What follows belongs to an exercise in optimizing a design on an open flow for small area and a short achievable clock period; a production flow would make more cautious choices. Where RTL was checked, it was by simulation tests only, not by an equivalence proof against the original.

run A:
// ALU_TOP
module ALU_TOP
#( parameter OP_DATA_WIDTH = 16 ,
             Arith_OUT_WIDTH = OP_DATA_WIDTH + OP_DATA_WIDTH ,
             Logic_OUT_WIDTH = OP_DATA_WIDTH ,
             Shift_OUT_WIDTH = OP_DATA_WIDTH ,
             CMP_OUT_WIDTH = 3
)
(
input  wire [OP_DATA_WIDTH-1:0]    A   ,
input  wire [OP_DATA_WIDTH-1:0]    B   ,
input  wire [3:0]                  ALU_FUNC ,
input  wire                        CLK ,
input  wire                        RST ,
output reg  [Arith_OUT_WIDTH-1:0]  Arith_OUT,
output wire                        Carry_OUT,
output reg                         Arith_Flag,
output reg  [Logic_OUT_WIDTH-1:0]  Logic_OUT,
output reg                         Logic_Flag,
output reg  [Shift_OUT_WIDTH-1:0]  Shift_OUT,
output reg                         Shift_Flag,
output wire [CMP_OUT_WIDTH-1:0]    CMP_OUT,
output reg                         CMP_Flag
);
Size in the first run: ~70 flip-flops, about 18000 um^2 of cells after synthesis.
export LEC_CHECK = 0
export ABC_AREA = 1
export CAP_MARGIN = 70
export CORE_MARGIN = 2
export CORE_UTILIZATION = 80
export CTS_BUF_LIST = sky130_fd_sc_hd__clkbuf_8
export PLACE_DENSITY = 0.9
export SLEW_MARGIN = 70
create_clock -name core_clock -period 106.0 [get_ports {CLK}]
standard.sh (not shown) runs the stock make flow with config.mk's settings and CLKGATE_MAP_FILE= SYNTH_SCRIPT=/design/flow/synth_recipe.tcl, a recipe that flattens the netlist after the stock synthesis.
==> flow/flow/run.sh <==
#!/bin/bash
# The standard layout, except that the port buffers are plain buffers
# (buf_4 on inputs, buf_1 on outputs) instead of ORFS's default delay cells.
set -euo pipefail
here=$(pwd)
export BUFFER_PORTS_ARGS="-buffer_cell sky130_fd_sc_hd__buf_2"
export PRE_RESIZE_TCL="$here/flow/port_buffers.tcl"
bash standard.sh > "$here/standard_flow.log" 2>&1
==> flow/flow/port_buffers.tcl <==
# Runs before repair_design. buffer_ports put a buf_2 on every port: input
# port buffers drive the operands' large fanout, so make them buf_4; output
# port buffers drive only the port, so make them buf_1.
set n_in 0
set n_out 0
foreach inst [get_cells input*] {
  if {[get_property $inst ref_name] == "sky130_fd_sc_hd__buf_2"} {
    replace_cell $inst sky130_fd_sc_hd__buf_4
    incr n_in
  }
}
foreach inst [get_cells output*] {
  if {[get_property $inst ref_name] == "sky130_fd_sc_hd__buf_2"} {
    replace_cell $inst sky130_fd_sc_hd__buf_1
    incr n_out
  }
}
puts "port_buffers.tcl: $n_in input port buffers made buf_4, $n_out output port buffers made buf_1"
The following lists how run B was set up differently from run A:
# run A
export LEC_CHECK = 0
export ABC_AREA = 1
export CAP_MARGIN = 70
export CORE_MARGIN = 2
export CORE_UTILIZATION = 80
export CTS_BUF_LIST = sky130_fd_sc_hd__clkbuf_8
export PLACE_DENSITY = 0.9
export SLEW_MARGIN = 70
create_clock -name core_clock -period 106.0 [get_ports {CLK}]
# run B
export LEC_CHECK = 0
export ABC_AREA = 1
export CAP_MARGIN = 70
export CORE_MARGIN = 2
export CORE_UTILIZATION = 70
export CTS_BUF_LIST = sky130_fd_sc_hd__clkbuf_8
export PLACE_DENSITY = 0.85
export SLEW_MARGIN = 70
create_clock -name core_clock -period 106.0 [get_ports {CLK}]
Every stage of the flow completed for run B, and the final layout passed the timing, design-rule and antenna checks.
Changes observed in run B relative to run A: critical path's largest stage delay dropped 0.03 ns; placeable core area climbed about 15%; first-pass GRT wire length dropped 10%; post-route cell area climbed about 0.8%.
Run B can be clocked faster than run A.
Diff run A -> run B | via count of the first global-routing pass | decrease of about 13%
No run of this note included a check of the RTL's function; only the layout flow was run.

========
ALU_TOP, a different RTL version from the one above (not shown whole).
Size in the first run: ~2,800 cells after synthesis, ~110 I/O pins.
clock: 106.0 ns
lec_check: 0
abc_area: 1
cap_margin: 20
core_margin: 2
core_utilization: 70
place_density: 0.85
slew_margin: 20
run.sh (not shown) runs the stock make flow with config.mk's settings and CLKGATE_MAP_FILE= SYNTH_SCRIPT=/design/flow/synth_recipe.tcl, a recipe that flattens the netlist after the stock synthesis.
Stock flow here: none of the scripts above is used.
The first run finished with timing, DRC and antenna clean.
Change:
Settings changed: CORE_UTILIZATION 70 to 40, PLACE_DENSITY 0.85 to not set.
Critical path depth fell by 6; via count fell by 4.4%; global-route usage fell by 18 points; setup slack is worse by 0.64 ns; first-iteration DRC count fell by 37%.

========
## main
Another version of the RTL of ALU_TOP (not shown whole).
For scale: roughly 70 flip-flops, about 110 I/O pins, ~17000 µm² of cells after synthesis.
// ALU_TOP
module ALU_TOP
#( parameter OP_DATA_WIDTH = 16 ,
             Arith_OUT_WIDTH = OP_DATA_WIDTH + OP_DATA_WIDTH ,
             Logic_OUT_WIDTH = OP_DATA_WIDTH ,
             Shift_OUT_WIDTH = OP_DATA_WIDTH ,
             CMP_OUT_WIDTH = 3
)
(
input  wire [OP_DATA_WIDTH-1:0]    A   ,
input  wire [OP_DATA_WIDTH-1:0]    B   ,
input  wire [3:0]                  ALU_FUNC ,
input  wire                        CLK ,
input  wire                        RST ,
output reg  [Arith_OUT_WIDTH-1:0]  Arith_OUT,
output wire                        Carry_OUT,
output reg                         Arith_Flag,
output reg  [Logic_OUT_WIDTH-1:0]  Logic_OUT,
output reg                         Logic_Flag,
output reg  [Shift_OUT_WIDTH-1:0]  Shift_OUT,
output reg                         Shift_Flag,
output wire [CMP_OUT_WIDTH-1:0]    CMP_OUT,
output reg                         CMP_Flag
);
wire CMP_enable, Shift_enable, Logic_enable, Arith_enable;
Decoder U0 (
.IN(ALU_FUNC[3:2]),
  ...
clock: 106.0 ns
lec_check: 0
abc_area: 1
cap_margin: 70
core_margin: 2
core_utilization: 70
cts_buf_list: sky130_fd_sc_hd__clkbuf_8
place_density: 0.85
slew_margin: 70
standard.sh (not shown) runs the stock make flow with config.mk's settings and CLKGATE_MAP_FILE= SYNTH_SCRIPT=/design/flow/synth_recipe.tcl, a recipe that flattens the netlist after the stock synthesis.
==> flow/flow/run.sh <==
#!/bin/bash
# The standard layout with two changes:
# - synthesis is the standard flow's own script, but ABC maps with flow/map.abc: ORFS's
#   area script without its buffering pass (placement removes those buffers);
# - the port buffers are buf_4 on inputs and buf_1 on outputs instead of
#   ORFS's default delay cells (flow/port_buffers.tcl).
set -euo pipefail
here=$(pwd)
{ head -n 1 synth_recipe.tcl; cat flow/abc_wrap.tcl; tail -n +2 synth_recipe.tcl; } > my_synth.tcl
sed "s#SYNTH_SCRIPT=[^ ]*#SYNTH_SCRIPT=$here/my_synth.tcl#" standard.sh > my_standard.sh
grep -q "SYNTH_SCRIPT=$here/my_synth.tcl" my_standard.sh
export FLOW_ABC_SCRIPT="$here/flow/map.abc"
export BUFFER_PORTS_ARGS="-buffer_cell sky130_fd_sc_hd__buf_2"
export PRE_RESIZE_TCL="$here/flow/port_buffers.tcl"
bash my_standard.sh > "$here/standard_flow.log" 2>&1
==> flow/flow/abc_wrap.tcl <==
# ABC runs with this flow's mapping script (flow/map.abc) in place of ORFS's
# abc_area.script; everything else is the standard flow's own synthesis script.
proc abc {args} {
  set i [lsearch $args -script]
  if {$i >= 0} { lset args [expr {$i + 1}] $::env(FLOW_ABC_SCRIPT) }
  yosys abc {*}$args
}
==> flow/flow/map.abc <==
strash
dch
map -B 0.9
topo
stime -c
upsize -c
dnsize -c
Scripts as last shown in full above: flow/flow/port_buffers.tcl
Setup changes, main to the feature branch
==> flow/flow/run.sh <==
#!/bin/bash
# The standard layout, except that the port buffers are plain buffers
# (buf_4 on inputs, buf_1 on outputs) instead of ORFS's default delay cells.
set -euo pipefail
here=$(pwd)
export BUFFER_PORTS_ARGS="-buffer_cell sky130_fd_sc_hd__buf_2"
export PRE_RESIZE_TCL="$here/flow/port_buffers.tcl"
bash standard.sh > "$here/standard_flow.log" 2>&1
removed: flow/flow/abc_wrap.tcl
removed: flow/flow/map.abc
Notes after the runs:
Any difference in final cell count between the feature branch and main is small enough to ignore.
In terms of clock-cell share of area, main and the feature branch differ only marginally.
Comparing global routing usage on met2 for the feature branch and main, the smaller number came from main.
The non-clock buffer share of cell area was comparable across the feature branch and main.

what the ideal ports hide:
Ports are ideal in the flow. The routed layouts listed here were re-timed in OpenROAD. Step 1 (the two cells are an assumption about what drives the block):
set clk [get_ports {CLK}]
set_driving_cell -lib_cell sky130_fd_sc_hd__clkbuf_16 $clk
set_driving_cell -lib_cell sky130_fd_sc_hd__buf_2 [delete_from_list [all_inputs] $clk]
Step 2 also shifts input and output timing later by t, the mid clock arrival at the registers, as if the neighbouring blocks saw the same clock. a / b / c = ideal ports / drivers / drivers and shift; a / b = the first two.
run	t, ns	slack for setup (ns)	worst slew at a driven data input, ns	cell pins on the clock port's net
run A	0.437	69.206 / 69.225 / 68.788	0.06	1
run B	0.407	69.558 / 69.569 / 69.162	0.07	1
the first run of note 2	0.393	68.242 / 68.224 / 67.831	0.07	1
the second run of note 2	0.435	67.605 / 67.624 / 67.189	0.09	1
main	0.429	71.524 / 71.536 / 71.107	0.07	1
the feature branch	0.401	71.043 / 71.050 / 70.648	0.08	1
After both steps every run listed still meets setup and hold. For run A, which loses most, drivers alone change the setup slack by +0.019 ns; drivers and shift together by -0.418 ns.
